This design comes from an exercise in tuning for small area and a short achievable clock period on the open sky130 flow, not from production work. The RTL was checked by simulation tests, not by an equivalence proof against the original design.

--- design/flow/design.v ---
module sparc_alu_reg (
    input             clk,
    input      [31:0] valA_in,
    input      [31:0] valB_in,
    input      [1:0]  op_in,
    input      [2:0]  op2_in,
    input      [21:0] imm22_in,
    input      [5:0]  op3_in,
    input             i_in,
    input      [12:0] simm13_in,
    input      [31:0] pc_in,
    input             a_in,
    input      [3:0]  cond_in,
    input      [29:0] disp30_in,
    input      [3:0]  icc_in,
    input      [31:0] y_in,
    output reg [63:0] res_out,
    output reg [31:0] target_out,
    output reg        mux_sel_out,
    output reg [3:0]  icc_out,
    output reg [31:0] y_out,
    output reg        a_out,
    output reg        trap_out
);
    reg [31:0] r_valA, r_valB, r_pc, r_y;
    reg [1:0]  r_op;
    reg [2:0]  r_op2;
    reg [21:0] r_imm22;
    reg [5:0]  r_op3;
    reg        r_i, r_a;
    reg [12:0] r_simm13;
    reg [3:0]  r_cond, r_icc;
    reg [29:0] r_disp30;
    wire [63:0] w_res;
    wire [31:0] w_target, w_y;
    wire        w_mux_sel, w_a, w_trap;
    wire [3:0]  w_icc;
    always @(posedge clk) begin
        r_valA   <= valA_in;
        r_valB   <= valB_in;
        r_op     <= op_in;
        r_op2    <= op2_in;
        r_imm22  <= imm22_in;
        r_op3    <= op3_in;
        r_i      <= i_in;
        r_simm13 <= simm13_in;
        r_pc     <= pc_in;
        r_a      <= a_in;
        r_cond   <= cond_in;
        r_disp30 <= disp30_in;
        r_icc    <= icc_in;
        r_y      <= y_in;
        res_out     <= w_res;
        target_out  <= w_target;
        mux_sel_out <= w_mux_sel;
        icc_out     <= w_icc;
        y_out       <= w_y;
        a_out       <= w_a;
        trap_out    <= w_trap;
    end
    ALU alu (
        .ALU_valA_in(r_valA), .ALU_valB_in(r_valB), .ALU_op_in(r_op),
        .ALU_op2_in(r_op2), .ALU_imm22_in(r_imm22), .ALU_op3_in(r_op3),
        .ALU_i_in(r_i), .ALU_simm13_in(r_simm13), .ALU_res_out(w_res),
        .ALU_PC_in(r_pc), .ALU_a_in(r_a), .ALU_cond_in(r_cond),
        .ALU_rd_in(5'd0), .ALU_disp30_in(r_disp30),
        .ALU_target_address_out(w_target), .ALU_mux_sel_out(w_mux_sel),
        .clk(clk), .reset(1'b0), .ALU_icc_in(r_icc), .ALU_icc_out(w_icc),
        .ALU_Y_in(r_y), .ALU_Y_out(w_y), .ALU_a_out(w_a),
        .ALU_trap_out(w_trap)
    );
endmodule

module alu_fa (input A, input B, input CIN, output SUM, output COUT);
	assign SUM  = A ^ B ^ CIN;
	assign COUT = (A & B) | (A & CIN) | (B & CIN);
endmodule
module alu_rca #(parameter W = 32) (
	input  [W-1:0] a,
	input  [W-1:0] b,
	input          ci,
	output [W-1:0] s,
	output         co
);
	wire [W:0] c;
	assign c[0] = ci;
	genvar i;
	generate for (i = 0; i < W; i = i + 1) begin : g
		alu_fa fa (.A(a[i]), .B(b[i]), .CIN(c[i]), .SUM(s[i]), .COUT(c[i+1]));
	end endgenerate
	assign co = c[W];
endmodule
module alu_rca0 #(parameter W = 32) (
	input  [W-1:0] a,
	input  [W-1:0] b,
	output [W-1:0] s,
	output         co
);
	wire [W:0] c;
	assign s[0] = a[0] ^ b[0];
	assign c[1] = a[0] & b[0];
	genvar i;
	generate for (i = 1; i < W; i = i + 1) begin : g
		alu_fa fa (.A(a[i]), .B(b[i]), .CIN(c[i]), .SUM(s[i]), .COUT(c[i+1]));
	end endgenerate
	assign co = c[W];
endmodule
module alu_add_sk #(parameter W = 32) (
	input  [W-1:0] a,
	input  [W-1:0] b,
	input          ci,
	output [W-1:0] s,
	output         co
);
	localparam L = W > 32 ? 6 : W > 16 ? 5 : W > 8 ? 4 : W > 4 ? 3 : W > 2 ? 2 : 1;
	wire [W-1:0] g [0:L];
	wire [W-1:0] p [0:L];
	assign g[0] = a & b;
	assign p[0] = a ^ b;
	genvar l, i;
	generate for (l = 0; l < L; l = l + 1) begin : lv
		for (i = 0; i < W; i = i + 1) begin : nd
			if ((i >> l) % 2 == 1) begin : c
				assign g[l+1][i] = g[l][i] | (p[l][i] & g[l][((i >> l) << l) - 1]);
				assign p[l+1][i] = p[l][i] & p[l][((i >> l) << l) - 1];
			end else begin : n
				assign g[l+1][i] = g[l][i];
				assign p[l+1][i] = p[l][i];
			end
		end
	end endgenerate
	wire [W:0] c;
	assign c[0] = ci;
	generate for (i = 0; i < W; i = i + 1) begin : cc
		assign c[i+1] = g[L][i] | (p[L][i] & ci);
	end endgenerate
	assign s = p[0] ^ c[W-1:0];
	assign co = c[W];
endmodule
module alu_add_mx #(parameter W = 32) (
	input  [W-1:0] a,
	input  [W-1:0] b,
	input          ci,
	output [W-1:0] s,
	output         co
);
	localparam L = W > 32 ? 6 : W > 16 ? 5 : W > 8 ? 4 : W > 4 ? 3 : W > 2 ? 2 : 1;
	wire [W-1:0] g [0:L];
	wire [W-1:0] p [0:L];
	assign g[0] = a;
	assign p[0] = a ^ b;
	genvar l, i;
	generate for (l = 0; l < L; l = l + 1) begin : lv
		for (i = 0; i < W; i = i + 1) begin : nd
			if ((i >> l) % 2 == 1) begin : c
				assign g[l+1][i] = p[l][i] ? g[l][((i >> l) << l) - 1] : g[l][i];
				assign p[l+1][i] = p[l][i] & p[l][((i >> l) << l) - 1];
			end else begin : n
				assign g[l+1][i] = g[l][i];
				assign p[l+1][i] = p[l][i];
			end
		end
	end endgenerate
	wire [W:0] c;
	assign c[0] = ci;
	generate for (i = 0; i < W; i = i + 1) begin : cc
		assign c[i+1] = p[L][i] ? ci : g[L][i];
	end endgenerate
	assign s = p[0] ^ c[W-1:0];
	assign co = c[W];
endmodule
module alu_carry #(parameter W = 32) (
	input  [W-1:0] a,
	input  [W-1:0] b,
	output         co
);
	function automatic [1:0] gp(input integer lo, input integer n, input [W-1:0] x, input [W-1:0] y);
		reg [1:0] h, l;
		begin
			if (n == 1) gp = {x[lo] & y[lo], x[lo] | y[lo]};
			else begin
				l = gp(lo, n / 2, x, y);
				h = gp(lo + n / 2, n - n / 2, x, y);
				gp = {h[1] | (h[0] & l[1]), h[0] & l[0]};
			end
		end
	endfunction
	wire [1:0] r = gp(0, W, a, b);
	assign co = r[1];
endmodule
module alu_qsel (input [6:0] est, input [7:0] ds, output qp1, output qp2, output qn1, output qn2);
	function automatic ge7(input [6:0] x, input [6:0] c);
		logic r;
		integer i;
		begin
			r = 1'b1;
			for (i = 0; i < 7; i = i + 1)
				if (c[i] ^ (i == 6)) r = (x[i] ^ (i == 6)) & r;
				else r = (x[i] ^ (i == 6)) | r;
			ge7 = r;
		end
	endfunction
	wire gm1 = (ds[0] & ge7(est, 7'd115)) | (ds[1] & ge7(est, 7'd113)) | (ds[2] & ge7(est, 7'd112)) | (ds[3] & ge7(est, 7'd111)) | (ds[4] & ge7(est, 7'd109)) | (ds[5] & ge7(est, 7'd108)) | (ds[6] & ge7(est, 7'd107)) | (ds[7] & ge7(est, 7'd105));
	wire g0 = (ds[0] & ge7(est, 7'd123)) | (ds[1] & ge7(est, 7'd123)) | (ds[2] & ge7(est, 7'd123)) | (ds[3] & ge7(est, 7'd123)) | (ds[4] & ge7(est, 7'd120)) | (ds[5] & ge7(est, 7'd120)) | (ds[6] & ge7(est, 7'd120)) | (ds[7] & ge7(est, 7'd120));
	wire g1 = (ds[0] & ge7(est, 7'd4)) | (ds[1] & ge7(est, 7'd4)) | (ds[2] & ge7(est, 7'd4)) | (ds[3] & ge7(est, 7'd4)) | (ds[4] & ge7(est, 7'd6)) | (ds[5] & ge7(est, 7'd6)) | (ds[6] & ge7(est, 7'd6)) | (ds[7] & ge7(est, 7'd6));
	wire g2 = (ds[0] & ge7(est, 7'd12)) | (ds[1] & ge7(est, 7'd14)) | (ds[2] & ge7(est, 7'd15)) | (ds[3] & ge7(est, 7'd17)) | (ds[4] & ge7(est, 7'd19)) | (ds[5] & ge7(est, 7'd20)) | (ds[6] & ge7(est, 7'd22)) | (ds[7] & ge7(est, 7'd24));
	assign qp2 = g2;
	assign qp1 = g1 & ~g2;
	assign qn1 = gm1 & ~g0;
	assign qn2 = ~gm1;
endmodule
module alu_qsel2 (input [6:0] est, input [27:0] thr, output qp1, output qp2, output qn1, output qn2);
	function automatic ge(input [6:0] x, input [6:0] y);
		reg [6:0] a, b, g, p;
		reg [6:0] G, P;
		integer i;
		begin
			a = x ^ 7'h40;
			b = ~(y ^ 7'h40);
			g = a & b;
			p = a | b;
			G[0] = g[0] | p[0];
			for (i = 1; i < 7; i = i + 1) G[i] = g[i] | (p[i] & G[i-1]);
			ge = G[6];
		end
	endfunction
	wire gm1 = ge(est, thr[6:0]);
	wire g0  = ge(est, thr[13:7]);
	wire g1  = ge(est, thr[20:14]);
	wire g2  = ge(est, thr[27:21]);
	assign qp2 = g2;
	assign qp1 = g1 & ~g2;
	assign qn1 = gm1 & ~g0;
	assign qn2 = ~gm1;
endmodule
module alu_add7 (input [6:0] a, input [6:0] b, input ci, output [6:0] s, output co);
	wire [6:0] p = a ^ b;
	wire [6:0] P1, G1, P2, G2, P3, G3;
	genvar i;
	generate for (i = 0; i < 7; i = i + 1) begin : l
		if (i % 2 == 1) begin : o1
			assign P1[i] = p[i] & p[i-1];
			assign G1[i] = p[i] ? a[i-1] : a[i];
		end else begin : e1
			assign P1[i] = p[i];
			assign G1[i] = a[i];
		end
		if (i % 4 >= 2) begin : o2
			assign P2[i] = P1[i] & P1[(i/4)*4+1];
			assign G2[i] = P1[i] ? G1[(i/4)*4+1] : G1[i];
		end else begin : e2
			assign P2[i] = P1[i];
			assign G2[i] = G1[i];
		end
		if (i >= 4) begin : o3
			assign P3[i] = P2[i] & P2[3];
			assign G3[i] = P2[i] ? G2[3] : G2[i];
		end else begin : e3
			assign P3[i] = P2[i];
			assign G3[i] = G2[i];
		end
	end endgenerate
	wire [6:0] c = {(P3[5:0] & {6{ci}}) | (~P3[5:0] & G3[5:0]), ci};
	assign s = p ^ c;
	assign co = P3[6] ? ci : G3[6];
endmodule
module alu_sm (input qp1, input qp2, input qn1, input qn2, output pos, output m1, output m2);
	assign pos = qp1 | qp2;
	assign m1 = qp1 | qn1;
	assign m2 = qp2 | qn2;
endmodule
module alu_srt_win (
	input  [6:0] ti,      
	input  [1:0] ys2,     
	input  [1:0] yc2,     
	input  [7:0] ds,      
	input  [6:0] dt,      
	input        cl,      
	input        mul,     
	input  [3:0] bs,      
	output [6:0] to,      
	output       hc,      
	output       ac,      
	output       qp1, qp2, qn1, qn2
);
	wire sp1, sp2, sn1, sn2;
	alu_qsel q (.est(ti), .ds(ds), .qp1(sp1), .qp2(sp2), .qn1(sn1), .qn2(sn2));
	assign qp1 = mul ? bs[3] : sp1;
	assign qp2 = mul ? bs[2] : sp2;
	assign qn1 = mul ? bs[1] : sn1;
	assign qn2 = mul ? bs[0] : sn2;
	wire [6:0] d1 = {1'b0, dt[6:1]};
	wire [6:0] d2 = dt;
	wire [6:0] m = (~d1 & {7{qp1}}) | (d1 & {7{qn1}}) | (~d2 & {7{qp2}}) | (d2 & {7{qn2}});
	wire [2:0] p = {ys2[1] & yc2[1] | (ys2[0] & yc2[0] & (ys2[1] ^ yc2[1])),
	                ys2[1] ^ yc2[1] ^ (ys2[0] & yc2[0]), ys2[0] ^ yc2[0]};
	wire [5:0] ic;
	wire [4:0] ui;
	assign ic[0] = p[2];
	genvar j;
	generate for (j = 0; j < 5; j = j + 1) begin : inc
		assign ui[j] = ti[j] ^ ic[j];
		assign ic[j+1] = ti[j] & ic[j];
	end endgenerate
	assign hc = ic[5];
	alu_add7 ta (.a({ui, p[1:0]}), .b(m), .ci(cl), .s(to), .co(ac));
endmodule
module alu_srt_step #(parameter FIRST = 0) (
	input  [6:0]  ti,
	input  [25:0] si,
	input  [25:0] ci,
	input  [1:0]  nb,     
	input  [31:0] dn,     
	input  [7:0]  ds,
	input         mul,
	input  [3:0]  bs,
	output [6:0]  to,
	output [25:0] so,
	output [25:0] co,
	output        hc, ac,
	output        qp1, qp2, qn1, qn2
);
	wire [27:0] ys = {si, nb};
	wire [27:0] yc = {ci, 2'b00};
	wire [25:0] mj;
	alu_srt_win win (.ti(ti), .ys2(ys[27:26]), .yc2(yc[27:26]), .ds(ds), .dt(dn[31:25]),
		.cl(mj[25]), .mul(mul), .bs(bs), .to(to), .hc(hc), .ac(ac),
		.qp1(qp1), .qp2(qp2), .qn1(qn1), .qn2(qn2));
	wire lpos, lm1, lm2;
	alu_sm sm (.qp1(qp1), .qp2(qp2), .qn1(qn1), .qn2(qn2), .pos(lpos), .m1(lm1), .m2(lm2));
	wire [25:0] d1 = dn[25:0];
	wire [25:0] d2 = {dn[24:0], 1'b0};
	wire [25:0] m;
	assign m[25] = (~d1[25] & qp1) | (d1[25] & qn1) | (~d2[25] & qp2) | (d2[25] & qn2);
	assign m[24:0] = ((d1[24:0] & {25{lm1}}) | (d2[24:0] & {25{lm2}})) ^ {25{lpos}};
	genvar i;
	generate for (i = 0; i < 26; i = i + 1) begin : b
		if (FIRST || i < 2) begin : h
			assign so[i] = ys[i] ^ m[i];
			assign mj[i] = ys[i] & m[i];
		end else if (i == 25) begin : t
			wire ms = ((d1[i] & lm1) | (d2[i] & lm2)) ^ lpos;
			assign so[i] = ys[i] ^ yc[i] ^ ms;
			assign mj[i] = (ys[i] & yc[i]) | (m[i] & (ys[i] | yc[i]));
		end else begin : f
			alu_fa fa (.A(ys[i]), .B(yc[i]), .CIN(m[i]), .SUM(so[i]), .COUT(mj[i]));
		end
	end endgenerate
	assign co = {mj[24:0], lpos};
endmodule
module alu_div_norm (
	input  [31:0] d,
	output [31:0] dn,
	output [4:0]  lz,
	output [7:0]  ds
);
	wire z16 = ~|d[31:16];
	wire [15:0] h16 = z16 ? d[15:0] : d[31:16];
	wire z8 = ~|h16[15:8];
	wire [7:0] h8 = z8 ? h16[7:0] : h16[15:8];
	wire z4 = ~|h8[7:4];
	wire [3:0] h4 = z4 ? h8[3:0] : h8[7:4];
	wire z2 = ~|h4[3:2];
	wire [1:0] h2 = z2 ? h4[1:0] : h4[3:2];
	wire z1 = ~h2[1];
	assign lz = {z16, z8, z4, z2, z1};
	wire [31:0] d_1 = z16 ? {d[15:0], 16'b0} : d;
	wire [31:0] d_2 = z8 ? {d_1[23:0], 8'b0} : d_1;
	wire [31:0] d_3 = z4 ? {d_2[27:0], 4'b0} : d_2;
	wire [31:0] d_4 = z2 ? {d_3[29:0], 2'b0} : d_3;
	assign dn = z1 ? {d_4[30:0], 1'b0} : d_4;
	assign ds = 8'b1 << dn[30:28];
endmodule
module alu_div_fin (
	input  [6:0]  t,
	input  [25:0] s,
	input  [25:0] c,
	input  [31:0] d,      
	input  [31:0] dn,     
	input  [4:0]  lz,
	input  [31:0] qp,
	input  [31:0] qn,
	output [31:0] q,
	output        sat,
	output [32:0] pl,
	output        plc
);
	wire [32:0] rem;
	alu_add_mx #(33) ar (.a({t, s}), .b({7'b0, c}), .ci(1'b0), .s(rem), .co(plc));
	assign pl = rem;
	wire neg = rem[32];
	wire qc;
	alu_add_mx #(32) aq (.a(qp), .b(~qn), .ci(~neg), .s(q), .co(qc));
	wire [32:0] ge;
	wire [31:0] dz;
	genvar i;
	generate for (i = 0; i < 33; i = i + 1) begin : st
		assign ge[i] = i >= lz;
		if (i == 0) begin : z
			assign dz[i] = 1'b1;
		end else if (i < 32) begin : nz
			assign dz[i] = dz[i-1] & ~d[i-1];
		end
	end endgenerate
	wire [31:0] dm1 = d ^ dz;                     
	wire eq2 = rem == ge;
	wire eq1 = (d == 32'd2 && rem == 33'h040000000) || (d == 32'd3 && rem == 33'h080000000);
	wire qd;
	alu_carry #(32) qdc (.a(q), .b(dm1), .co(qd));
	assign sat = (eq1 | eq2) & qd;
endmodule
module alu_muldiv (
	input  [63:0] n,      
	input  [31:0] d,      
	input  [31:0] a,      
	input  [31:0] b,      
	input         mul,    
	output [31:0] q,
	output        sat,
	output [63:0] p
);
	wire [31:0] dn;
	wire [4:0] lz;
	wire [7:0] ds;
	alu_div_norm norm (.d(d), .dn(dn), .lz(lz), .ds(ds));
	wire [31:0] x = mul ? a : dn;
	wire [63:0] nm = n & {64{~mul}};
	wire [79:0] n_1 = lz[4] ? {nm, 16'b0} : {16'b0, nm};
	wire [87:0] n_2 = lz[3] ? {n_1, 8'b0} : {8'b0, n_1};
	wire [91:0] n_3 = lz[2] ? {n_2, 4'b0} : {4'b0, n_2};
	wire [93:0] n_4 = lz[1] ? {n_3, 2'b0} : {2'b0, n_3};
	wire [94:0] nn  = lz[0] ? {n_4, 1'b0} : {1'b0, n_4};
	wire [34:0] bx = {2'b0, b, 1'b0};
	wire [3:0] bsel [0:32];
	genvar k;
	generate for (k = 0; k < 33; k = k + 1) begin : bd
		if (k <= 16) begin : d
			wire b2 = bx[2*k+2], b1 = bx[2*k+1], b0 = bx[2*k];
			assign bsel[k] = {b2 & (b1 ^ b0), b2 & ~b1 & ~b0, ~b2 & (b1 ^ b0), ~b2 & b1 & b0};
		end else begin : z
			assign bsel[k] = 4'b0;
		end
	end endgenerate
	wire [6:0]  t [0:33];
	wire [25:0] s [0:33];
	wire [25:0] c [0:33];
	wire [32:0] qp1, qp2, qn1, qn2, hc, ac;
	assign t[33] = {4'b0, nn[94:92]};
	assign s[33] = nn[91:66];
	assign c[33] = 26'b0;
	generate for (k = 32; k >= 0; k = k - 1) begin : st
		alu_srt_step #(.FIRST(k == 32)) step (.ti(t[k+1]), .si(s[k+1]), .ci(c[k+1]),
			.nb(nn[2*k+1:2*k]), .dn(x), .ds(ds), .mul(mul), .bs(bsel[k]), .to(t[k]), .so(s[k]),
			.co(c[k]), .hc(hc[k]), .ac(ac[k]), .qp1(qp1[k]), .qp2(qp2[k]), .qn1(qn1[k]), .qn2(qn2[k]));
	end endgenerate
	wire [31:0] qp, qn;
	generate for (k = 0; k < 16; k = k + 1) begin : qd
		assign qp[2*k+1:2*k] = {qp2[k], qp1[k]};
		assign qn[2*k+1:2*k] = {qn2[k], qn1[k]};
	end endgenerate
	wire [32:0] pl;
	wire plc;
	alu_div_fin fin (.t(t[0]), .s(s[0]), .c(c[0]), .d(d), .dn(dn), .lz(lz), .qp(qp), .qn(qn),
		.q(q), .sat(sat), .pl(pl), .plc(plc));
	wire [30:0] v1, v2, v3;
	generate for (k = 0; k < 16; k = k + 1) begin : hi
		assign v1[2*k] = t[k+1][5];
		assign v2[2*k] = hc[k] ^ ac[k];
		assign v3[2*k] = ~(qp1[k] | qp2[k]);
		if (k < 15) begin : u
			assign v1[2*k+1] = t[k+1][6];
			assign v2[2*k+1] = hc[k] & ac[k];
			assign v3[2*k+1] = 1'b1;
		end
	end endgenerate
	wire [30:0] hs = v1 ^ v2 ^ v3;
	wire [30:0] hk = (v1 & v2) | (v1 & v3) | (v2 & v3);
	wire [30:0] ph;
	wire phc;
	alu_add_mx #(31) ah (.a(hs), .b({hk[29:0], 1'b1}), .ci(plc), .s(ph), .co(phc));
	assign p = {ph, pl};
endmodule
module ALU
(
	input [31:0] ALU_valA_in,
	input [31:0] ALU_valB_in,
	input [1:0] ALU_op_in,
	input [2:0] ALU_op2_in,
	input [21:0] ALU_imm22_in,
	input [5:0] ALU_op3_in,
	input ALU_i_in,
	input [12:0] ALU_simm13_in,
	output logic [63:0] ALU_res_out,
	input [31:0] ALU_PC_in,
	input ALU_a_in,
	input [3:0] ALU_cond_in,
	input [4:0] ALU_rd_in,
	input [29:0] ALU_disp30_in,
	output logic [31:0] ALU_target_address_out,
	output logic ALU_mux_sel_out,
	input clk, 
	input reset,
	input [3:0] ALU_icc_in,
	output logic [3:0] ALU_icc_out,
	input [31:0] ALU_Y_in,
	output logic [31:0] ALU_Y_out,
	output logic ALU_a_out,
	output logic ALU_trap_out
);
	wire [31:0] A = ALU_valA_in;
	wire [31:0] B = ALU_i_in ? {{19{ALU_simm13_in[12]}}, ALU_simm13_in} : ALU_valB_in;
	wire [31:0] Y = ALU_Y_in;
	wire [5:0] op3 = ALU_op3_in;
	wire [3:0] cond = ALU_cond_in;
	wire [3:0] icc = ALU_icc_in;
	wire f3 = ALU_op_in == 2'b10;
	wire is_call = ALU_op_in == 2'b01;
	wire is_sethi = ALU_op_in == 2'b00 && ALU_op2_in == 3'b100;
	wire is_br = ALU_op_in == 2'b00 && ALU_op2_in == 3'b010;
	wire o_logic = f3 && op3[5] == 1'b0 && op3[3] == 1'b0 && op3[1:0] != 2'b00;
	wire o_logcc = o_logic && op3[4];
	wire o_sub   = f3 && (op3 == 6'b000100 || op3 == 6'b010100 || op3 == 6'b001100 || op3 == 6'b011100 ||
	                      op3 == 6'b100001 || op3 == 6'b100011);
	wire o_usec  = f3 && (op3 == 6'b001000 || op3 == 6'b011000 || op3 == 6'b001100 || op3 == 6'b011100);
	wire o_arcc  = f3 && (op3 == 6'b010000 || op3 == 6'b011000 || op3 == 6'b010100 || op3 == 6'b011100 ||
	                      op3 == 6'b100000 || op3 == 6'b100001 || op3 == 6'b100100);
	wire o_tag   = f3 && (op3 == 6'b100000 || op3 == 6'b100001);
	wire o_tagtv = f3 && (op3 == 6'b100010 || op3 == 6'b100011);
	wire o_mulscc = f3 && op3 == 6'b100100;
	wire o_shift = f3 && (op3 == 6'b100101 || op3 == 6'b100110 || op3 == 6'b100111);
	wire o_umul  = f3 && (op3 == 6'b001010 || op3 == 6'b011010);
	wire o_smul  = f3 && (op3 == 6'b001011 || op3 == 6'b011011);
	wire o_mulcc = f3 && (op3 == 6'b011010 || op3 == 6'b011011);
	wire o_udiv  = f3 && (op3 == 6'b001110 || op3 == 6'b011110);
	wire o_sdiv  = f3 && (op3 == 6'b001111 || op3 == 6'b011111);
	wire o_udivcc = f3 && op3 == 6'b011110;
	wire o_sdivcc = f3 && op3 == 6'b011111;
	wire o_jmpl  = f3 && op3 == 6'b111000;
	wire o_rdy   = f3 && op3 == 6'b101000;
	wire o_wry   = f3 && op3 == 6'b110000;
	wire o_trap  = f3 && op3 == 6'b111010;
	wire [31:0] ax = o_mulscc ? {1'b0, A[31:1]} : A;
	wire [31:0] bx = o_mulscc ? (B & {32{Y[0]}}) : B;
	wire cuse = o_usec & icc[0];
	wire [31:0] sum;
	wire cout;
	wire binv = o_sub | (o_logic & op3[2]);   
	wire [31:0] bi = bx ^ {32{binv}};
	alu_rca #(32) add (.a(ax), .b(bi), .ci(cuse ^ o_sub), .s(sum), .co(cout));
	wire r32 = cout ^ o_sub;   
	wire [63:0] res_add = {{31{o_sub & r32}}, r32, sum};
	wire [31:0] bl = bi;
	wire [31:0] lres = op3[1:0] == 2'b01 ? (A & bl) : op3[1:0] == 2'b10 ? (A | bl) : (A ^ bl);
	wire lhi = op3[2] & op3[1];   
	wire [63:0] res_log = {{32{lhi}}, lres};
	wire [4:0] sh = B[4:0];
	wire left = op3[1:0] == 2'b01;
	wire [4:0] ramt = left ? (~sh + 5'd1) : sh;
	wire [31:0] rt1 = ramt[0] ? {A[0], A[31:1]} : A;
	wire [31:0] rt2 = ramt[1] ? {rt1[1:0], rt1[31:2]} : rt1;
	wire [31:0] rt3 = ramt[2] ? {rt2[3:0], rt2[31:4]} : rt2;
	wire [31:0] rt4 = ramt[3] ? {rt3[7:0], rt3[31:8]} : rt3;
	wire [31:0] rot = ramt[4] ? {rt4[15:0], rt4[31:16]} : rt4;
	wire [31:0] ge;    
	genvar gi;
	generate for (gi = 0; gi < 32; gi = gi + 1) begin : thermo
		assign ge[gi] = gi >= sh;
	end endgenerate
	wire [31:0] ger;
	generate for (gi = 0; gi < 32; gi = gi + 1) begin : thermor
		assign ger[gi] = ge[31-gi];
	end endgenerate
	wire sgn = op3[0] & A[31];   
	wire [63:0] res_sh = left ? {rot & ~ge, rot & ge} :
	                     {{32{sgn}}, (rot & ger) | ({32{sgn}} & ~ger)};
	wire [63:0] prod;
	wire [31:0] dq;
	wire sat;    
	alu_muldiv md (.n({Y, A}), .d(B), .a(A), .b(B), .mul(o_umul | o_smul), .q(dq), .sat(sat),
		.p(prod));
	wire s_pc   = is_call | o_jmpl;
	wire s_div  = o_udiv | o_sdiv;
	wire s_mul  = o_umul | o_smul;
	wire s_none = s_pc | is_sethi | o_logic | o_shift | s_mul | s_div | o_rdy | o_wry | o_trap;
	wire s_add  = ~s_none;
	wire [31:0] dres = dq | {32{sat & o_udiv}};
	assign ALU_res_out[31:0] = ({32{s_add}} & sum) | ({32{s_pc}} & ALU_PC_in) |
		({32{is_sethi}} & {ALU_imm22_in, 10'b0}) | ({32{o_logic}} & lres) |
		({32{o_shift}} & res_sh[31:0]) | ({32{s_mul}} & prod[31:0]) | ({32{s_div}} & dres) |
		({32{o_rdy}} & Y);
	assign ALU_res_out[63:32] = ({32{s_add}} & {{31{o_sub & r32}}, r32}) | ({32{o_logic & lhi}}) |
		({32{o_shift}} & res_sh[63:32]) | ({32{o_umul}} & prod[63:32]) |
		({32{o_smul & prod[31]}}) | ({32{o_wry}} & (A ^ B));
	wire zadd = ~r32 & ~|sum;
	wire ovf = ~(A[31] ^ B[31] ^ o_sub) & (A[31] ^ sum[31]);
	wire tag = A[0] | A[1] | B[0] | B[1];
	wire zdq = ~|dq;
	always_comb begin
		ALU_icc_out = icc;
		if (o_logcc) ALU_icc_out[2] = ~lhi & ~|lres;
		if (o_arcc) ALU_icc_out = {sum[31], zadd, ovf | (o_tag & tag), r32};
		if (o_tagtv && !(tag || ovf)) ALU_icc_out = {sum[31], zadd, 1'b0, r32};
		if (o_mulcc) ALU_icc_out = {prod[31], ~|prod[31:0], 2'b00};
		if (o_udivcc) ALU_icc_out = {dq[31] | sat, zdq & ~sat, sat, 1'b0};
		if (o_sdivcc) ALU_icc_out = {dq[31], zdq, 2'b00};
	end
	assign ALU_Y_out = o_mulscc ? {A[0], Y[31:1]} : Y;
	wire cn = icc[3], cz = icc[2], cv = icc[1], cc = icc[0];
	logic base;
	always_comb begin
		case (cond[2:0])
			3'd0: base = 1'b0;
			3'd1: base = cz;
			3'd2: base = cz | (cn ^ cv);
			3'd3: base = cn ^ cv;
			3'd4: base = cc | cz;
			3'd5: base = cc;
			3'd6: base = cn;
			default: base = cv;
		endcase
	end
	wire take = base ^ cond[3];
	wire ttake = cond == 4'b0100 ? (cc | cz | cn) : cond == 4'b0110 ? 1'b0 : take;
	wire [29:0] off = is_call ? ALU_disp30_in : {{8{ALU_imm22_in[21]}}, ALU_imm22_in};
	wire [29:0] pct;
	wire pcc;
	alu_rca0 #(30) tadd (.a(ALU_PC_in[31:2]), .b(off), .s(pct), .co(pcc));
	assign ALU_target_address_out = o_jmpl ? sum : (is_call || is_br) ? {pct, ALU_PC_in[1:0]} : 32'b0;
	assign ALU_mux_sel_out = is_call | o_jmpl | (is_br & take);
	assign ALU_a_out = ALU_a_in & ~is_call & ~(is_br & take & (cond[2:0] != 3'b000));
	assign ALU_trap_out = o_trap & ttake;
endmodule
--- design/flow/flow/run.sh ---
#!/bin/bash
# Own flow: the standard layout (standard.sh: the standard synthesis and every ORFS step
# unchanged), except that the port buffers that ORFS's buffer_ports inserts during placement
# are the library's smallest buffer, sky130_fd_sc_hd__buf_1 (ORFS's BUFFER_PORTS_ARGS), instead
# of the cell the resizer picks by default. Every input and output port still gets a buffer.
set -euo pipefail
bash standard.sh "BUFFER_PORTS_ARGS=-buffer_cell sky130_fd_sc_hd__buf_1" finish > layout.log 2>&1
--- design/flow/standard.sh ---
#!/bin/bash
# synth_recipe.tcl (not shown) runs the flow's synth.tcl, then flattens the netlist and writes it again
# the make line also repeats each setting of config.mk as NAME=value (left out here)
make -C /OpenROAD-flow-scripts/flow DESIGN_CONFIG=/design/flow/config.mk WORK_HOME=/design/flow/orfs CLKGATE_MAP_FILE= SYNTH_SCRIPT=/design/flow/synth_recipe.tcl "${@:-finish}"
--- design/flow/config.mk ---
export PLATFORM = sky130hd
export DESIGN_NAME = sparc_alu_reg
export DESIGN_NICKNAME = sparc_alu_reg
export VERILOG_FILES = /design/flow/design.v
export SDC_FILE = /design/flow/constraint.sdc
export NUM_CORES = 8
export LEC_CHECK = 0
export ABC_AREA = 1
export CAP_MARGIN = 50
export CORE_MARGIN = 2
export CORE_UTILIZATION = 55
export SLEW_MARGIN = 50
--- design/flow/constraint.sdc ---
create_clock -name core_clock -period 400.0 [get_ports {clk}]
set_input_delay 80.0000 -clock core_clock [delete_from_list [all_inputs] [get_ports {clk}]]
set_output_delay 80.0000 -clock core_clock [all_outputs]
set_load 0.01 [all_outputs]
==> results of run 1 <==
-- kinds of logic after synthesis --
family                   count (synthesis)  share of synthesized area
adder cells (fa/ha/maj)               1349                      0.213
AO/OA/AOI/OAI                         2621                      0.147
flip-flops                             349                     0.0640
XOR/XNOR                               962                     0.0782
AND/OR/NAND/NOR                       8179                      0.368
buffers and inverters                 3012                      0.128
multiplexers                            23                    0.00214
-- sequential cells by signal, summed over array words and instances (netlist names) --
signal,cells
r_op3,6
r_disp30,30
r_i,1
a_out,1
r_valA,32
r_cond,4
r_icc,4
y_out,32
r_pc,32
trap_out,1
mux_sel_out,1
r_op,2
res_out,64
icc_out,4
r_op2,3
r_imm22,22
target_out,32
r_a,1
r_valB,32
r_y,32
r_simm13,13
-- worst paths after layout --
kind / start / to / depth (start not counted)
setup / recovery: res_out[60] / res_out[60] / 1
hold / removal: r_a / a_out / 2
setup reg to reg: r_i / res_out[16] / 454
hold reg to reg: r_a / a_out / 2
-- cell usage after synthesis (all sizes together) (23+ instances only) --
cell type,n,area [um2]
mux2i,23,234
a21boi,28,225
o221ai,25,225
clkbuf,600,3970
xor2,805,7100
o21ai,1148,6100
inv,2133,8120
clkinv,69,298
dfxtp,349,6990
xnor2,157,1430
a31oi,59,375
a211oi,31,233
o211ai,110,946
nor3,87,480
nor2,1159,5590
o22ai,805,5040
buf,187,1250
o2111ai,37,337
nand3,1226,7340
nand4,126,906
fa,843,16900
nand3b,89,761
a22oi,23,173
ha,506,6330
a21oi,275,1660
nand2,5381,24300
or2,83,547
-- through the flow --
step                      std cells  hold WS [ns]   util  setup slack (ns)
after floorplan               16495         0.428      -            319.67
after global placement        19004         0.449  0.563            319.45
after detailed placement      19017         0.448  0.565            319.46
after CTS                     19072         0.470  0.570            318.75
after global routing          19076         0.505  0.571            314.58
final                         19096         0.470  0.571            318.75
-- per-layer routing --
| metal | GRT usage | wire length (um) |
|---|---|---|
| met1 | 0.606 | 188000 |
| met2 | 0.663 | 193000 |
| met3 | 0.137 | 64500 |
| met4 | 0.305 | 40300 |
| met5 | 0 | 236 |
-- cell type report --
class / count / area [um2]
clock buffer: 39 / 835
sequential: 349 / 6990
clock inverter: 16 / 253
inverter: 2216 / 8670
multi-input combinational: 13134 / 88700
fill: 20143 / 84600
tap: 2640 / 3300
antenna: 21 / 52.6
timing repair buffer: 681 / 3890
==> flow_summary.ini, run 1 <==
[run_status]
status = no timing/DRC/antenna violations

[cells_and_area]
final_common_cell = nand2_1
nNetsFinal = 17976
fin_area_um2 = 113000
drive_gt1_frac = 0.161
area_growth_pct = 3.25
mostFrequentLayoutCells = nand2_1, inv_1, nand3_1

[placed_design]
place_hpwl_mm = 391
io_buffer_count = 349
gp_congestion = 1.11
place_area_um2 = 111000

[synth]
synth.avg_cell_area_um2 = 6.62
ys_warn_count = 8
synth-async-reset-ratio = 0
synthCells = 16495
syn_nets = 18059
yosysSeqAreaShare = 0.0640
yosysUniqueCellTypes = 106
synth_seq_cells = 349
synthesis.area_um2 = 109000
synth_flop_cell = dfxtp_1
synth-edff-count = 0

[route]
viasPerCell = 5.99
drc = 0
wl_per_cell_um = 25.4
wl_mm = 485
drtPass1Iterations = 7
ant_nets = 0
drtIter0Drc = 14668
via_count = 114438

[clocking]
cts-root-buf = clkbuf_16
post_cts_buffers = 0
h-tree-depth = 1
post_cts_resized = 0
clk_pin_slew_worst_paths_ns = 0.07
clk_latency_ns = 0.69
hold_buffers = 0
cts.sinks = 349
clockBufferDepth = 3
cts_tree = done
cts_buffers = 30

[timing]
setup_tns_ns = 0
slew_viol_final = 0
setup_violations = 0
tightest_slew_ns = 0.872
rsz0062_at_grt = no
final_hold_viol_count = 0
period_share = 0.203
max_freq_ghz = 0.0123
timing.final.crit_period_ns = 81.25
clock_skew_ns = 0.0729
max_slew_margin = 0.414

[floorplanning]
fp.dieH_um = 449
die_area_um2 = 202000
core_um2 = 197000
ios = 350
initial_core_util = 0.553
num_rows = 163
die_w_um = 449

[flow_run]
max-cap-violations = 0

[setup_path]
crit_family = flip-flops
worstPathRequired_ns = 320.00
worstSetupPathType = reg2out
cpPeakStageDelay_ns = 0.39
slowest_stage = dfxtp_1
critPathMaxFanout = 1
cp.buffers_inverters = 1
arrival_ns = 1.25
cp_cell_sequence = buf_1
r2r_slack_ns = 319.10
endpoint_kind = output pin
start_kind = flip-flop

[grt]
grt_pass1_wl_mm = 705
antenna_found_initial = 36
overflow = 0
grt_util_all_layers = 0.465
grt_pass1_vias = 105204
grt_max_degree = 107

[worst_hold_path]
hold_class = reg2reg
==> run 2, diff against run 1 <==
--- a/design/flow/design.v
+++ b/design/flow/design.v
@@ -555,28 +555,18 @@
 	wire [63:0] res_log = {{32{lhi}}, lres};
 	wire [4:0] sh = B[4:0];
 	wire left = op3[1:0] == 2'b01;
-	wire [4:0] ramt = left ? (~sh + 5'd1) : sh;
-	wire [31:0] rt1 = ramt[0] ? {A[0], A[31:1]} : A;
-	wire [31:0] rt2 = ramt[1] ? {rt1[1:0], rt1[31:2]} : rt1;
-	wire [31:0] rt3 = ramt[2] ? {rt2[3:0], rt2[31:4]} : rt2;
-	wire [31:0] rt4 = ramt[3] ? {rt3[7:0], rt3[31:8]} : rt3;
-	wire [31:0] rot = ramt[4] ? {rt4[15:0], rt4[31:16]} : rt4;
-	wire [31:0] ge;    
+	wire [31:0] shm = 32'b1 << (left ? sh : ~sh);
+	wire [31:0] ger;   
 	genvar gi;
 	generate for (gi = 0; gi < 32; gi = gi + 1) begin : thermo
-		assign ge[gi] = gi >= sh;
+		assign ger[gi] = gi + sh > 31;
 	end endgenerate
-	wire [31:0] ger;
-	generate for (gi = 0; gi < 32; gi = gi + 1) begin : thermor
-		assign ger[gi] = ge[31-gi];
-	end endgenerate
-	wire sgn = op3[0] & A[31];   
-	wire [63:0] res_sh = left ? {rot & ~ge, rot & ge} :
-	                     {{32{sgn}}, (rot & ger) | ({32{sgn}} & ~ger)};
+	wire sgn = op3[1] & op3[0] & A[31];   
 	wire [63:0] prod;
 	wire [31:0] dq;
 	wire sat;    
-	alu_muldiv md (.n({Y, A}), .d(B), .a(A), .b(B), .mul(o_umul | o_smul), .q(dq), .sat(sat),
+	alu_muldiv md (.n({Y, A}), .d(B), .a(A), .b(o_shift ? shm : B), .mul(o_umul | o_smul | o_shift),
+		.q(dq), .sat(sat),
 		.p(prod));
 	wire s_pc   = is_call | o_jmpl;
 	wire s_div  = o_udiv | o_sdiv;
@@ -586,10 +576,12 @@
 	wire [31:0] dres = dq | {32{sat & o_udiv}};
 	assign ALU_res_out[31:0] = ({32{s_add}} & sum) | ({32{s_pc}} & ALU_PC_in) |
 		({32{is_sethi}} & {ALU_imm22_in, 10'b0}) | ({32{o_logic}} & lres) |
-		({32{o_shift}} & res_sh[31:0]) | ({32{s_mul}} & prod[31:0]) | ({32{s_div}} & dres) |
+		({32{o_shift & left}} & prod[31:0]) |
+		({32{o_shift & ~left}} & (prod[62:31] | ({32{sgn}} & ger))) |
+		({32{s_mul}} & prod[31:0]) | ({32{s_div}} & dres) |
 		({32{o_rdy}} & Y);
 	assign ALU_res_out[63:32] = ({32{s_add}} & {{31{o_sub & r32}}, r32}) | ({32{o_logic & lhi}}) |
-		({32{o_shift}} & res_sh[63:32]) | ({32{o_umul}} & prod[63:32]) |
+		({32{o_shift & left}} & prod[63:32]) | ({32{o_shift & sgn}}) | ({32{o_umul}} & prod[63:32]) |
 		({32{o_smul & prod[31]}}) | ({32{o_wry}} & (A ^ B));
 	wire zadd = ~r32 & ~|sum;
 	wire ovf = ~(A[31] ^ B[31] ^ o_sub) & (A[31] ^ sum[31]);
==> run 2 against run 1 <==
Hold slack worse by 0.019 ns. Sequential share of layout area is 0.15 points higher. Wire length is 1.5% lower. Critical path depth is 415 higher. Synthesized cell count is 4.5% lower. Critical path type is now reg2reg. Critical endpoint is now res_out[29].
==> flow_summary.ini, run 2 <==
[clocking]
clk_pin_slew_worst_paths_ns = 0.07
clk_latency_ns = 0.57
cts_buffers = 35
post_cts_resized = 0
hold_buffers = 0
cts-root-buf = clkbuf_16
cts.sinks = 349
h-tree-depth = 2
cts_tree = done
clockBufferDepth = 3
post_cts_buffers = 0

[synth]
synthCells = 15754
synthesis.area_um2 = 106000
synth_top_area_frac = 0.159
yosysUniqueCellTypes = 119
yosysSeqAreaShare = 0.0656
synth.avg_cell_area_um2 = 6.76
netlist_top_cells_area = fa_1, nand2_1, xor2_1
yosysMostFrequentCell = nand2_1
syn_nets = 17310
synth_flop_cell = dfxtp_1
synth_commonest_cells = nand2_1, inv_1, nand2_2, nand3_1, nor2_1
ys_warn_count = 8
synth-edff-count = 0
synth-async-reset-ratio = 0
yosysTopAreaCell = fa_1
synth_seq_cells = 349

[route]
drtIter0Drc = 14508
viasPerCell = 6.21
drc = 0
via_count = 113281
wl_per_cell_um = 26.2
ant_nets = 0
wl_mm = 478
drtPass1Iterations = 9

[placed_design]
io_buffer_count = 349
dp.cells = 18139
place_hpwl_mm = 381
gp_congestion = 1.08

[setup_path]
r2r_slack_ns = 317.80
endpoint_kind = flip-flop
reg2reg_from = r_i
worstRegToRegCells = 416
worstPathRequired_ns = 400.49
worstSetupPathType = reg2reg
slowest_stage = dfxtp_2
start_kind = flip-flop
arrival_ns = 82.69
critPathMaxFanout = 43
cpPeakStageDelay_ns = 0.65
timing.rr.end = res_out[29]
critPathMostFrequentCell = nand2_1

[timing]
rsz0062_at_grt = no
max_freq_ghz = 0.0122
setup_violations = 0
final_hold_viol_count = 0
tightest_slew_ns = 0.842
timing.final.crit_period_ns = 82.20
period_share = 0.206
slew_viol_final = 0
max_slew_margin = 0.438
clock_skew_ns = 0.0232
setup_tns_ns = 0

[grt]
grt_pass1_vias = 107316
grt_max_degree = 125
grt_pass1_wl_mm = 697
grt_util_all_layers = 0.469
overflow = 0
antenna_found_initial = 32

[cells_and_area]
final_util = 0.572
drive_gt1_frac = 0.173
nNetsFinal = 17215
area_growth_pct = 3.34
instances_no_fill = 18234
mostFrequentLayoutCells = nand2_1, inv_1, nand2_2
largest_register_ffs = 64
regMostFlops = res_out
final_common_cell = nand2_1

[run_status]
status = no timing/DRC/antenna violations

[flow_run]
max-cap-violations = 0

[worst_hold_path]
hold_depth = 2
hold_end = a_out
hp-start = r_a
hold_class = reg2reg

[floorplanning]
die_area_um2 = 197000
initial_core_util = 0.553
core_um2 = 192000
num_rows = 161
ios = 350
fp.dieH_um = 444
die_w_um = 444
run 2: changes by cell type after synthesis, moves of 35 or more:
cell,before,now
o22ai_1,805,840
nand2_1,4237,3811
inv_1,1899,1780
nand2_4,237,198
o21ai_0,906,713
xnor2_1,150,203
nand2_2,901,1033
clkbuf_1,421,385
nand3_1,1017,974
run 2: logic make-up after synthesis:
family	Yosys count	synth area share
flops	349	0.0656
xor+xnor	1017	0.0846
simple gates	7768	0.361
compound gates	2438	0.145
buf+inv	2827	0.125
fa+ha+maj	1343	0.217
mux	12	0.00118
run 2: worst max path at each step:
stage                     startpoint  slack [ns]     endpoint
after global placement           r_i      318.58  res_out[19]
after global routing             r_i      313.13  res_out[29]
after floorplan                a_out      319.67        a_out
final                            r_i      317.80  res_out[29]
after CTS                 res_out[4]      318.82   res_out[4]
after detailed placement         r_i      319.23  res_out[19]
run 2: critical path, delay by kind of cell, from the launching register on:
family	cells	cell delay [ns]
adder cells (fa/ha/maj)	107	31.49
AO/OA/AOI/OAI	34	7.64
XOR/XNOR	20	4.84
flip-flops	1	0.65
buffers and inverters	59	9.48
AND/OR/NAND/NOR	196	27.58
run 2: metrics by stage:
stage	hold slack, ns	setup WS (ns)	instance area [um2]
2_1_floorplan	0.410	319.67	106000
3_3_place_gp	0.423	318.58	108000
6_report	0.451	317.80	110000
4_1_cts	0.449	318.82	110000
5_1_grt	0.471	313.13	110000
3_5_place_dp	0.441	319.23	109000
run 2: layer usage:
metal,GRT usage,share of wire,vias up
li1,-,-,50538
met1,0.590,0.37,53156
met2,0.689,0.41,7674
met3,0.147,0.14,1883
met4,0.313,0.081,30
met5,0,0.00046,-
run 2: layout make-up:
class	count	area, um2
Antenna cell	24	60.1
Sequential cell	349	6990
Inverter	2064	8060
Clock buffer	50	1000
Clock inverter	12	146
Multi-Input combinational cell	12578	86900
Tap cell	2526	3160
Timing Repair Buffer	631	3680
Fill cell	18735	82400
==> run 3, diff against run 2 <==
--- a/design/flow/config.mk
+++ b/design/flow/config.mk
@@ -6,7 +6,7 @@
 export NUM_CORES = 8
 export LEC_CHECK = 0
 export ABC_AREA = 1
-export CAP_MARGIN = 50
+export CAP_MARGIN = 60
 export CORE_MARGIN = 2
 export CORE_UTILIZATION = 55
-export SLEW_MARGIN = 50
+export SLEW_MARGIN = 60
==> run 3 against run 2 <==
Maximum frequency up 1.3%. Highest routed layer unchanged. Critical path depth shrank 415. Still clean. Register-to-register slack improved by 1.5 ns. Via count is 0.69% higher.
==> flow_summary.ini, run 3 <==
[setup_path]
crit_family = flip-flops
reg2reg_from = r_i
r2r_slack_ns = 319.32
start_kind = flip-flop
slowest_stage = dfxtp_1
arrival_ns = 1.19
endpoint_kind = output pin
cp_cell_sequence = buf_1
critPathMaxFanout = 1
worstRegToRegCells = 431
worstSetupPathType = reg2out
cpPeakStageDelay_ns = 0.43
cp.buffers_inverters = 1
worstPathRequired_ns = 320.00
timing.rr.end = res_out[19]

[route]
drc = 0
viasPerCell = 6.24
wl_met1_mm = 178
wl_met2_mm = 196
dr_wl_met3_mm = 64.5
routed.top_layer = met5
drtIter0Drc = 15279
drtPass1Iterations = 7
wl_mm = 479
via_count = 114065
ant_nets = 0
wl_per_cell_um = 26.2

[clocking]
cts_buffers = 35
clk_pin_slew_worst_paths_ns = 0.07
clockBufferDepth = 3
h-tree-depth = 2
cts_tree = done
cts-root-buf = clkbuf_16
clk_latency_ns = 0.58
post_cts_resized = 0
hold_buffers = 0
cts.sinks = 349
post_cts_buffers = 0

[timing]
setup_tns_ns = 0
setup_violations = 0
period_share = 0.203
rsz0062_at_grt = no
whs_ns = 0.451
final_hold_viol_count = 0
tightest_slew_ns = 0.679
clock_skew_ns = 0.0300
max_freq_ghz = 0.0123
slew_viol_final = 0
fin_ws_ns = 318.81
timing.final.crit_period_ns = 81.19
max_slew_margin = 0.543

[placed_design]
gp_congestion = 1.08
place_hpwl_mm = 382
io_buffer_count = 349
dp.cells = 18152
pre_cts_ws_ns = 319.43

[cells_and_area]
regMostFlops = res_out
largest_register_ffs = 64
area_growth_pct = 4.22
drive_gt1_frac = 0.177
mostFrequentLayoutCells = nand2_1, inv_1, nand2_2
nNetsFinal = 17231
final_common_cell = nand2_1
instances_no_fill = 18269

[floorplanning]
die_w_um = 444
ios = 350
initial_core_util = 0.553
num_rows = 161
core_um2 = 192000
fp.dieH_um = 444
die_area_um2 = 197000

[synth]
netlist_top_cells_area = fa_1, nand2_1, xor2_1
yosysUniqueCellTypes = 119
synthesis.area_um2 = 106000
ys_warn_count = 8
synth_commonest_cells = nand2_1, inv_1, nand2_2, nand3_1, nor2_1
synth.avg_cell_area_um2 = 6.76
synth_top_area_frac = 0.159
synth_flop_cell = dfxtp_1
yosysMostFrequentCell = nand2_1
synth-async-reset-ratio = 0
synthCells = 15754
yosysTopAreaCell = fa_1
synth-edff-count = 0
synth_seq_cells = 349
yosysSeqAreaShare = 0.0656
syn_nets = 17310

[run_status]
status = no timing/DRC/antenna violations

[worst_hold_path]
hold_end = a_out
hold_depth = 2
hold_class = reg2reg
hp-start = r_a

[grt]
grt_max_degree = 87
grt_pass1_wl_mm = 696
overflow = 0
grt_pass1_vias = 107352
grt_util_all_layers = 0.469
antenna_found_initial = 39

[flow_run]
max-cap-violations = 0
==> run 3: cell count changes in the layout (fill, tap and decap cells not counted), moves of 7 or more <==
cell / previous run / this run
o21ai_0: 687 / 670
o21ai_1: 183 / 195
buf_6: 15 / 56
buf_8: 11 / 4
buf_4: 245 / 212
diode_2: 24 / 41
o221ai_2: 9 / 17
o221ai_1: 46 / 38
o22ai_4: 2 / 11
==> run 3: through the flow <==
step | util | area, um2
2_1_floorplan | - | 106000
3_3_place_gp | 0.560 | 108000
3_5_place_dp | 0.568 | 109000
4_1_cts | 0.574 | 110000
5_1_grt | 0.576 | 111000
6_report | 0.577 | 111000
==> run 3: how the worst max path moves through the flow <==
stage | start | to | slack, ns | cells past startpoint
2_1_floorplan | a_out | a_out | 319.67 | 0
3_5_place_dp | res_out[4] | res_out[4] | 319.43 | 1
3_3_place_gp | r_i | res_out[19] | 318.58 | 407
6_report | res_out[3] | res_out[3] | 318.81 | 1
5_1_grt | r_i | res_out[29] | 314.54 | 444
4_1_cts | res_out[4] | res_out[4] | 318.82 | 1
==> run 3: per-layer routing <==
layer / track usage / up-vias
li1: - / 50624
met1: 0.589 / 53568
met2: 0.686 / 7883
met3: 0.144 / 1962
met4: 0.324 / 28
met5: 0 / -
==> run 3: cells by family after synthesis <==
| group | share of synthesized area |
|---|---|
| compound gates | 0.145 |
| xor+xnor | 0.0846 |
| fa+ha+maj | 0.217 |
| buf+inv | 0.125 |
| flops | 0.0656 |
| mux | 0.00118 |
| simple gates | 0.361 |
==> run 3: area by class of cell <==
| type | instances | area (um2) |
|---|---|---|
| antenna | 41 | 103 |
| clock inverter | 17 | 300 |
| timing repair buffer | 647 | 4000 |
| tap | 2526 | 3160 |
| sequential | 349 | 6990 |
| fill | 18587 | 81500 |
| clock buffer | 47 | 971 |
| multi-input combinational | 12578 | 87300 |
| inverter | 2064 | 8070 |
==> run 4, diff against run 3 <==
--- a/design/flow/design.v
+++ b/design/flow/design.v
@@ -582,7 +582,7 @@
 		({32{o_rdy}} & Y);
 	assign ALU_res_out[63:32] = ({32{s_add}} & {{31{o_sub & r32}}, r32}) | ({32{o_logic & lhi}}) |
 		({32{o_shift & left}} & prod[63:32]) | ({32{o_shift & sgn}}) | ({32{o_umul}} & prod[63:32]) |
-		({32{o_smul & prod[31]}}) | ({32{o_wry}} & (A ^ B));
+		({32{o_smul & prod[31]}}) | ({32{o_wry}} & lres);
 	wire zadd = ~r32 & ~|sum;
 	wire ovf = ~(A[31] ^ B[31] ^ o_sub) & (A[31] ^ sum[31]);
 	wire tag = A[0] | A[1] | B[0] | B[1];
==> run 4 against run 3 <==
Non-clock buffer count down 9. Wire length up 2.6%. Register-to-register slack worse by 0.24 ns. Clock skew up 0.016 ns. Via count up 0.46%. Maximum frequency down 0.19%. First-iteration DRC count up 0.92%. Count of clock-buffer cells in the layout up 1. Area after synthesis up 0.51%. Sequential share of layout area down 0.057 points. Design area up 0.82%.
==> flow_summary.ini, run 4 <==
[run_status]
status = no timing/DRC/antenna violations

[route]
wl_mm = 491
viasPerCell = 6.28
via_count = 114594
drc = 0
drtPass1Iterations = 8
ant_nets = 0
wl_per_cell_um = 26.9
drtIter0Drc = 15420

[floorplanning]
initial_core_util = 0.554
ios = 350
core_um2 = 193000
fp.dieH_um = 445
num_rows = 161
die_w_um = 445
die_area_um2 = 198000

[synth]
synth_seq_cells = 349
yosysUniqueCellTypes = 120
synth_top_area_frac = 0.158
synth_flop_cell = dfxtp_1
yosysSeqAreaShare = 0.0653
synthCells = 15752
synth_commonest_cells = nand2_1, inv_1, nand3_1, nand2_2, fa_1
yosysMostFrequentCell = nand2_1
synth-async-reset-ratio = 0
synthesis.area_um2 = 107000
yosysTopAreaCell = fa_1
netlist_top_cells_area = fa_1, nand2_1, xor2_1
synth-edff-count = 0
ys_warn_count = 8
synth.avg_cell_area_um2 = 6.79
syn_nets = 17308

[cells_and_area]
drive_gt1_frac = 0.178
mostFrequentLayoutCells = nand2_1, inv_1, nand3_1
fin_area_um2 = 112000
fillers = 18471
regMostFlops = res_out
nNetsFinal = 17230
final_common_cell = nand2_1
area_growth_pct = 4.55
largest_register_ffs = 64

[grt]
grt_pass1_vias = 107604
overflow = 0
grt_util_all_layers = 0.478
antenna_found_initial = 40
grt_pass1_wl_mm = 707
grt_max_degree = 86

[timing]
setup_tns_ns = 0
max_freq_ghz = 0.0123
max_slew_margin = 0.534
whs_ns = 0.465
clock_skew_ns = 0.0464
tightest_slew_ns = 0.698
final_hold_viol_count = 0
slew_viol_final = 0
timing.final.crit_period_ns = 81.35
setup_violations = 0
rsz0062_at_grt = no
period_share = 0.203

[worst_hold_path]
hold_depth = 2
hold_end = y_out[7]
hold_class = reg2reg
hp-start = r_y[7]

[clocking]
h-tree-depth = 2
post_cts_resized = 0
cts.sinks = 349
clk_pin_slew_worst_paths_ns = 0.06
cts-root-buf = clkbuf_16
post_cts_buffers = 0
cts_tree = done
clockBufferDepth = 3
cts_buffers = 37
hold_buffers = 0
clk_latency_ns = 0.61

[setup_path]
timing.rr.end = icc_out[3]
endpoint_kind = output pin
cp.buffers_inverters = 1
slowest_stage = dfxtp_1
arrival_ns = 1.35
worstRegToRegCells = 419
cp_cell_sequence = buf_1
reg2reg_from = r_i
start_kind = flip-flop
crit_family = flip-flops
r2r_slack_ns = 319.08
cpPeakStageDelay_ns = 0.57
critPathMaxFanout = 1
worstSetupPathType = reg2out
worstPathRequired_ns = 320.00

[placed_design]
place_hpwl_mm = 395
place_area_um2 = 110000
gp_congestion = 1.12
io_buffer_count = 349

[flow_run]
max-cap-violations = 0
[run 4: cell types whose count changed after synthesis, moves of 34 or more]
| cell | delta |
|---|---|
| nand3_1 | +135 |
| o21ai_0 | -41 |
| nor2_1 | -55 |
| nand4_1 | +53 |
| nand2_1 | -34 |
| o22ai_1 | -57 |
| a22o_1 | +48 |
| nand2_2 | -155 |
[run 4: how the worst max path moves through the flow]
stage | cells past startpoint | slack (ns) | to | start
floorplan | 0 | 319.67 | a_out | a_out
global placement | 404 | 315.95 | res_out[25] | r_i
detailed placement | 1 | 319.27 | icc_out[1] | icc_out[1]
CTS | 1 | 318.66 | icc_out[1] | icc_out[1]
global route | 421 | 314.70 | res_out[18] | r_i
finish | 1 | 318.65 | icc_out[1] | icc_out[1]
[run 4: final cells by class]
| cell class | instances | area, um2 | area share |
|---|---|---|---|
| diodes | 27 | 67.6 | 0.000604 |
| clock buffers | 48 | 1020 | 0.00910 |
| clock inverters | 19 | 240 | 0.00215 |
| inverters | 2102 | 8380 | 0.0749 |
| multi-input cells | 12546 | 88000 | 0.787 |
| flip-flops and latches | 349 | 6990 | 0.0625 |
| well taps | 2526 | 3160 | 0.0283 |
| repair buffers | 638 | 3960 | 0.0354 |
[run 4: through the flow]
stage | std cells | worst slack, ns | util
finish | 18255 | 318.65 | 0.580
global route | 18230 | 314.70 | 0.579
CTS | 18221 | 318.66 | 0.577
detailed placement | 18154 | 319.27 | 0.571
global placement | 18112 | 315.95 | 0.561
floorplan | 15752 | 319.67 | -
[run 4: cell families (layout without fill, tap and decap cells)]
kind of cell	after synthesis	after routing	synth area share
buf+inv	2857	2807	0.126
fa+ha+maj	1342	1342	0.216
compound gates	2359	2359	0.141
other cells	0	27	0
mux	15	15	0.00140
simple gates	7842	7842	0.368
flops	349	349	0.0653
xor+xnor	988	988	0.0822
[run 4: routing by layer]
metal | vias to the layer above | wire length (um) | track usage
met4 | 46 | 42500 | 0.332
met3 | 1989 | 70500 | 0.172
li1 | 50789 | - | -
met2 | 8001 | 199000 | 0.692
met5 | - | 320 | 0
met1 | 53769 | 179000 | 0.590
==> run 5, diff against run 4 <==
--- a/design/flow/config.mk
+++ b/design/flow/config.mk
@@ -6,7 +6,7 @@
 export NUM_CORES = 8
 export LEC_CHECK = 0
 export ABC_AREA = 1
-export CAP_MARGIN = 60
+export CAP_MARGIN = 70
 export CORE_MARGIN = 2
 export CORE_UTILIZATION = 55
-export SLEW_MARGIN = 60
+export SLEW_MARGIN = 70
==> run 5 against run 4 <==
Still clean. Sequential cell count unchanged. Global-route usage rose by 0.15 points. Die area unchanged. Critical path type unchanged.
==> flow_summary.ini, run 5 <==
[synth]
synth.avg_cell_area_um2 = 6.79
ys_warn_count = 8
yosysMostFrequentCell = nand2_1
synth_seq_cells = 349
netlist_top_cells_area = fa_1, nand2_1, xor2_1
yosysSeqAreaShare = 0.0653
synth_commonest_cells = nand2_1, inv_1, nand3_1, nand2_2, fa_1
syn_nets = 17308
synth-edff-count = 0
synth_flop_cell = dfxtp_1
synthesis.area_um2 = 107000
synth-async-reset-ratio = 0
yosysTopAreaCell = fa_1
synth_top_area_frac = 0.158
yosysUniqueCellTypes = 120
synthCells = 15752

[clocking]
cts.sinks = 349
cts-root-buf = clkbuf_16
cts_tree = done
post_cts_resized = 0
cts_buffers = 35
clk_latency_ns = 0.57
hold_buffers = 0
clk_pin_slew_worst_paths_ns = 0.06
post_cts_buffers = 0
h-tree-depth = 2
clockBufferDepth = 3

[setup_path]
start_kind = flip-flop
crit_family = flip-flops
slowest_stage = dfxtp_1
critPathMaxFanout = 2
cp.buffers_inverters = 1
worstSetupPathType = reg2out
cp_cell_sequence = buf_1
endpoint_kind = output pin
arrival_ns = 1.39
worstPathRequired_ns = 320.00
cpPeakStageDelay_ns = 0.61

[grt]
grt_pass1_vias = 108642
antenna_found_initial = 38
grt_max_degree = 85
overflow = 0
grt_util_all_layers = 0.480
grt_pass1_wl_mm = 710

[timing]
max_freq_ghz = 0.0123
clock_skew_ns = 0.0299
tightest_slew_ns = 0.524
slew_viol_final = 0
setup_violations = 0
final_hold_viol_count = 0
timing.final.crit_period_ns = 81.39
setup_tns_ns = 0
period_share = 0.203
max_slew_margin = 0.651
rsz0062_at_grt = no

[route]
wl_per_cell_um = 26.9
via_count = 114744
drc = 0
viasPerCell = 6.26
drtIter0Drc = 15105
wl_mm = 492
ant_nets = 0
drtPass1Iterations = 9

[cells_and_area]
mostFrequentLayoutCells = nand2_1, inv_1, nand3_1
area_growth_pct = 6.65
drive_gt1_frac = 0.188
largest_register_ffs = 64
final_common_cell = nand2_1
nNetsFinal = 17307
regMostFlops = res_out

[worst_hold_path]
hold_class = reg2reg

[placed_design]
io_buffer_count = 349
gp_congestion = 1.12
place_hpwl_mm = 399

[flow_run]
max-cap-violations = 0

[floorplanning]
num_rows = 161
fp.dieH_um = 445
die_area_um2 = 198000
ios = 350
initial_core_util = 0.554
die_w_um = 445
core_um2 = 193000

[run_status]
status = no timing/DRC/antenna violations
-- run 5: cell count changes in the layout (fill, tap and decap cells not counted), moves of 12 or more --
cell	change
o21ai_0	-49
buf_8	+40
o21ai_1	+27
nor2_1	-19
ha_4	+14
o21ai_4	+14
clkinv_4	+13
ha_2	-13
buf_12	+12
buf_4	-12
o221ai_1	-12
xor2_4	+12
-- run 5: worst paths after layout --
path / start / end / slack, ns / cells past startpoint
max: icc_out[1] / icc_out[1] / 318.61 / 1
min: r_y[8] / y_out[8] / 0.47 / 2
max reg2reg: r_i / icc_out[3] / 320.69 / 415
min reg2reg: r_y[8] / y_out[8] / 0.47 / 2
-- run 5: through the flow --
step	utilization	hold WS, ns	setup slack, ns	cells	area, um2
global route	0.591	0.504	316.27	18300	114000
floorplan	-	0.410	319.67	15752	107000
finish	0.591	0.467	318.61	18328	114000
detailed placement	0.581	0.447	319.28	18218	112000
global placement	0.561	0.450	315.95	18112	108000
CTS	0.587	0.476	318.67	18278	113000
-- run 5: cell type report --
cell class              instances  area, um2
diodes                         28       70.1
clock buffers                  44        970
clock inverters                16        198
fillers                     18239      78900
inverters                    2102       8440
multi-input cells           12546      89200
flip-flops and latches        349       7000
well taps                    2526       3160
repair buffers                717       5080
-- run 5: routing by layer --
metal	up-vias	GRT usage	wire length, um
li1	50908	-	-
met1	53763	0.589	179000
met2	8024	0.695	200000
met3	2023	0.173	70700
met4	26	0.339	42000
met5	-	0.00488	161
-- run 5: cells by family after synthesis --
logic type / Yosys count / share of synthesized area
and+or+nand+nor: 7842 / 0.368
AOI/OAI and AO/OA: 2359 / 0.141
DFF: 349 / 0.0653
muxes: 15 / 0.00140
xor gates and xnor gates: 988 / 0.0822
buffers and inverters: 2857 / 0.126
adders and majority gates: 1342 / 0.216

==> static timing again, ports no longer ideal <==
How much do the figures lean on ideal ports? The routed layouts below were timed once more, with nothing changed but the port constraints. Step 1: set_driving_cell puts a clkbuf_16 on clk and a buf_2 on each other input, an assumption about the parent block. Step 2 also shifts input and output timing later by t, the mid clock arrival at the registers, as if the neighbouring blocks saw the same clock. a / b / c = no drivers / after step 1 / after step 2; a / b = the first two.
run | t, ns | slack for setup (ns) | latest minus earliest clock arrival (ns)
run 1 | 0.729 | 318.752 / 318.672 / 319.100 | 0.073 / 0.072
run 2 | 0.621 | 317.796 / 317.796 / 317.796 | 0.024 / 0.024
run 3 | 0.628 | 318.813 / 318.751 / 319.315 | 0.030 / 0.030
run 4 | 0.651 | 318.654 / 318.588 / 319.077 | 0.048 / 0.047
run 5 | 0.614 | 318.610 / 318.549 / 319.163 | 0.033 / 0.032
After both steps every run listed still meets setup and hold.
